Background: an optimization exercise with open tools, aiming at small area, a short achievable clock period and few clock cycles. Do not read the settings as production practice. Function was checked by simulation only, so behaviour that the tests miss may differ from the original. Power is estimated from default activity; no workload was simulated.

Setup of run 1:
Design core, start of the top module:
module core #(                              
	parameter ADDR_W = 32,
	parameter INST_W = 32,
	parameter DATA_W = 32
)(
	input                   i_clk,
	input                   i_rst_n,
	output     [ ADDR_W-1 : 0 ] o_i_addr,
	input      [ INST_W-1 : 0 ] i_i_inst,
	output reg                  o_d_wen,
	output     [ ADDR_W-1 : 0 ] o_d_addr,
	output     [ DATA_W-1 : 0 ] o_d_wdata,
	input      [ DATA_W-1 : 0 ] i_d_rdata,
	output reg [    1 : 0 ] o_status,
	output reg              o_status_valid
);
reg  [9:0]  pc_f;           
reg  [9:0]  pc_d;           
reg  [10:0] d_pc4;          
reg         d_valid;
reg  [9:0]  nxt_r;          
reg         stopped;        
reg         x_valid;
reg         x_ok_t, x_ok_n;  
reg         p_br, p_taken;   
reg  [31:0] x_a, x_b;
reg  [15:0] x_imm;
reg  [4:0]  x_rd;
reg         x_wr, x_lw, x_sw, x_eof, x_itype;
reg         x_add, x_sub, x_addu, x_subu, x_and, x_or, x_nor, x_slt;
reg         x_br, x_beq;
reg  [9:0]  x_tgt, x_pc4;
reg         x_oor_t, x_oor_n;
reg         x_sm_a, x_sw_a, x_sb_a, x_sr_a;
reg         x_sm_b, x_sw_b, x_sb_b, x_sr_b, x_si_b;
reg  [31:0] m_res;
reg  [4:0]  m_rd;
reg         m_valid, m_wr, m_lw;
reg         m_eof, m_oor, m_itype;
reg         m_sgn, m_addu, m_subu, m_aerr, m_a31, m_b31, m_c32;
reg  [5:0]  d_addr;
reg  [31:0] w_res;
reg  [4:0]  w_rd;
reg         w_wen, w_lw;
reg  [31:0] b_res;
reg         pend2;
reg  [31:0] rf [0:31];
reg  [31:0]   rfv;
assign o_i_addr  = {22'd0, pc_f};
assign o_d_addr  = {24'd0, d_addr, 2'b00};
assign o_d_wdata = m_res;
wire x_live = x_valid & ~stopped & (p_br ? (p_taken ? x_ok_t : x_ok_n) : x_ok_n);
wire m_err  = m_sgn & (m_a31 == m_b31) & (m_res[31] != m_a31)
            | m_addu & m_c32
            | m_subu & ~m_c32
            | m_aerr;
wire m_stop = m_valid & (m_err | m_eof | m_oor);
wire m_wen  = m_valid & m_wr;
wire [3:0]  op   = i_i_inst[29:26];
wire [4:0]  rs   = i_i_inst[25:21];
wire [4:0]  rt   = i_i_inst[20:16];
wire [4:0]  rdf  = i_i_inst[15:11];
wire [15:0] imm  = i_i_inst[15:0];
wire d_add  = (op == 4'd1);
wire d_sub  = (op == 4'd2);
wire d_addu = (op == 4'd3);
wire d_subu = (op == 4'd4);
wire d_addi = (op == 4'd5);
  ...
Size in the first run: about 1,400 flip-flops, about 170 I/O pins.
clock: 12.0 ns
lec_check: 0
abc_clock_period_in_ps: 4000
cap_margin: 20
core_margin: 2
core_utilization: 40
cts_cluster_diameter: 80
cts_cluster_size: 20
slew_margin: 20
synth_hierarchical: 1
standard.sh (not shown) runs the stock make flow with config.mk's settings and CLKGATE_MAP_FILE= SYNTH_SCRIPT=/design/flow/synth_recipe.tcl, a recipe that flattens the netlist after the stock synthesis.
==> flow/flow/run.sh <==
#!/bin/bash
# Standard ORFS layout (the standard.sh) with:
#  - repair_timing asked to leave extra setup slack, so the design runs well
#    below the clock period;
#  - port buffers of a small fast cell (buf_2) rather than the default pick.
# Clock tree sink clusters are set in config.mk.
# make's own output goes to flow_make.log; ORFS keeps each step's log under orfs/logs.
set -euo pipefail
bash standard.sh SETUP_SLACK_MARGIN=8.3 \
  "BUFFER_PORTS_ARGS=-buffer_cell sky130_fd_sc_hd__buf_2" \
  finish > flow_make.log 2>&1
Testbench counts of run 1, summed over its fixed seeds: cycles 39,787.
For run 2, these inputs were changed with respect to run 1:
--- a/flow/flow/run.sh
+++ b/flow/flow/run.sh
@@ -9 +9 @@
-bash standard.sh SETUP_SLACK_MARGIN=8.3 \
+bash standard.sh SETUP_SLACK_MARGIN=8.1 \
Run 2 was carried through to the last stage, and its layout satisfied the timing, DRC and antenna checks.
The switching fraction of total power of run 1 and that of run 2 are within noise of each other.
Run 1 and run 2 ended up with roughly the same maximum cell stage delay along the critical path.
Compared with run 1, run 2 shows clock network contribution to total cell area higher by 0.36 points.
In the reports for run 1 and run 2, the smaller number of antenna violations at the first check in global routing belongs to run 2.
Re instance count on the critical path: no difference whatsoever between run 1 and run 2.
Compared with run 1, run 2 shows clock share of power higher by 1.3 points.
Run 2 vs run 1, top layer reached by signal wires: met4 vs met5
Input changes introduced in run 3 (baseline for comparison: run 2):
--- a/flow/flow/run.sh
+++ b/flow/flow/run.sh
@@ -9 +9 @@
-bash standard.sh SETUP_SLACK_MARGIN=8.1 \
+bash standard.sh SETUP_SLACK_MARGIN=7.6 \
--- outcome ---
Run 3 vs run 2: final wirelength down by a few percent. [compare] base=run 2 new=run 3: standard cell area after detailed placement held steady, number of filler instances in the final layout grew by 1.4%, fmax shrank by 6.2%, time the final worst path needs with I/O delays and setup grew by 0.27 ns. Leakage power on run 3 is ahead of run 2. Relative to run 2, non-clock buffer count decreased by about 30% in run 3. Relative to run 2, share of the core filled with cells in the final layout has decreased by 1.3 points in run 3. Diff run 2 -> run 3: first-pass GRT wire length went down about 3.3%, final layout net count decreased about 2.3%.

==> static timing again, ports no longer ideal <==
The results above use ideal ports. As a check the final layouts listed here were re-extracted and re-timed, cells and wires unchanged.
Step 1, drivers: a clkbuf_16 drives i_clk and a buf_2 each remaining input, both assumed.
Step 2, shift: input delay + t, output delay - t, t = (earliest + latest rising clock arrival at the registers) / 2. This alone moves slack from input paths to output paths.
Slacks: ideal ports / drivers / drivers and shift; pairs: ideal ports / drivers.
| run | shift t [ns] | setup WS [ns] | hold WS [ns] | slew at the worst register clock pin (ns) |
|---|---|---|---|---|
| run 1 | 0.785 | 7.883 / 7.801 / 7.016 | 0.333 / 0.333 / 0.333 | 0.10 / 0.10 |
| run 2 | 0.789 | 7.892 / 7.834 / 7.044 | 0.328 / 0.328 / 0.328 | 0.09 / 0.09 |
| run 3 | 0.784 | 7.622 / 7.509 / 6.725 | 0.332 / 0.332 / 0.332 | 0.09 / 0.09 |
After both steps every run listed still meets setup and hold. The setup slack of run 3, which loses most, moves by -0.113 ns with the drivers and by -0.897 ns with both steps.
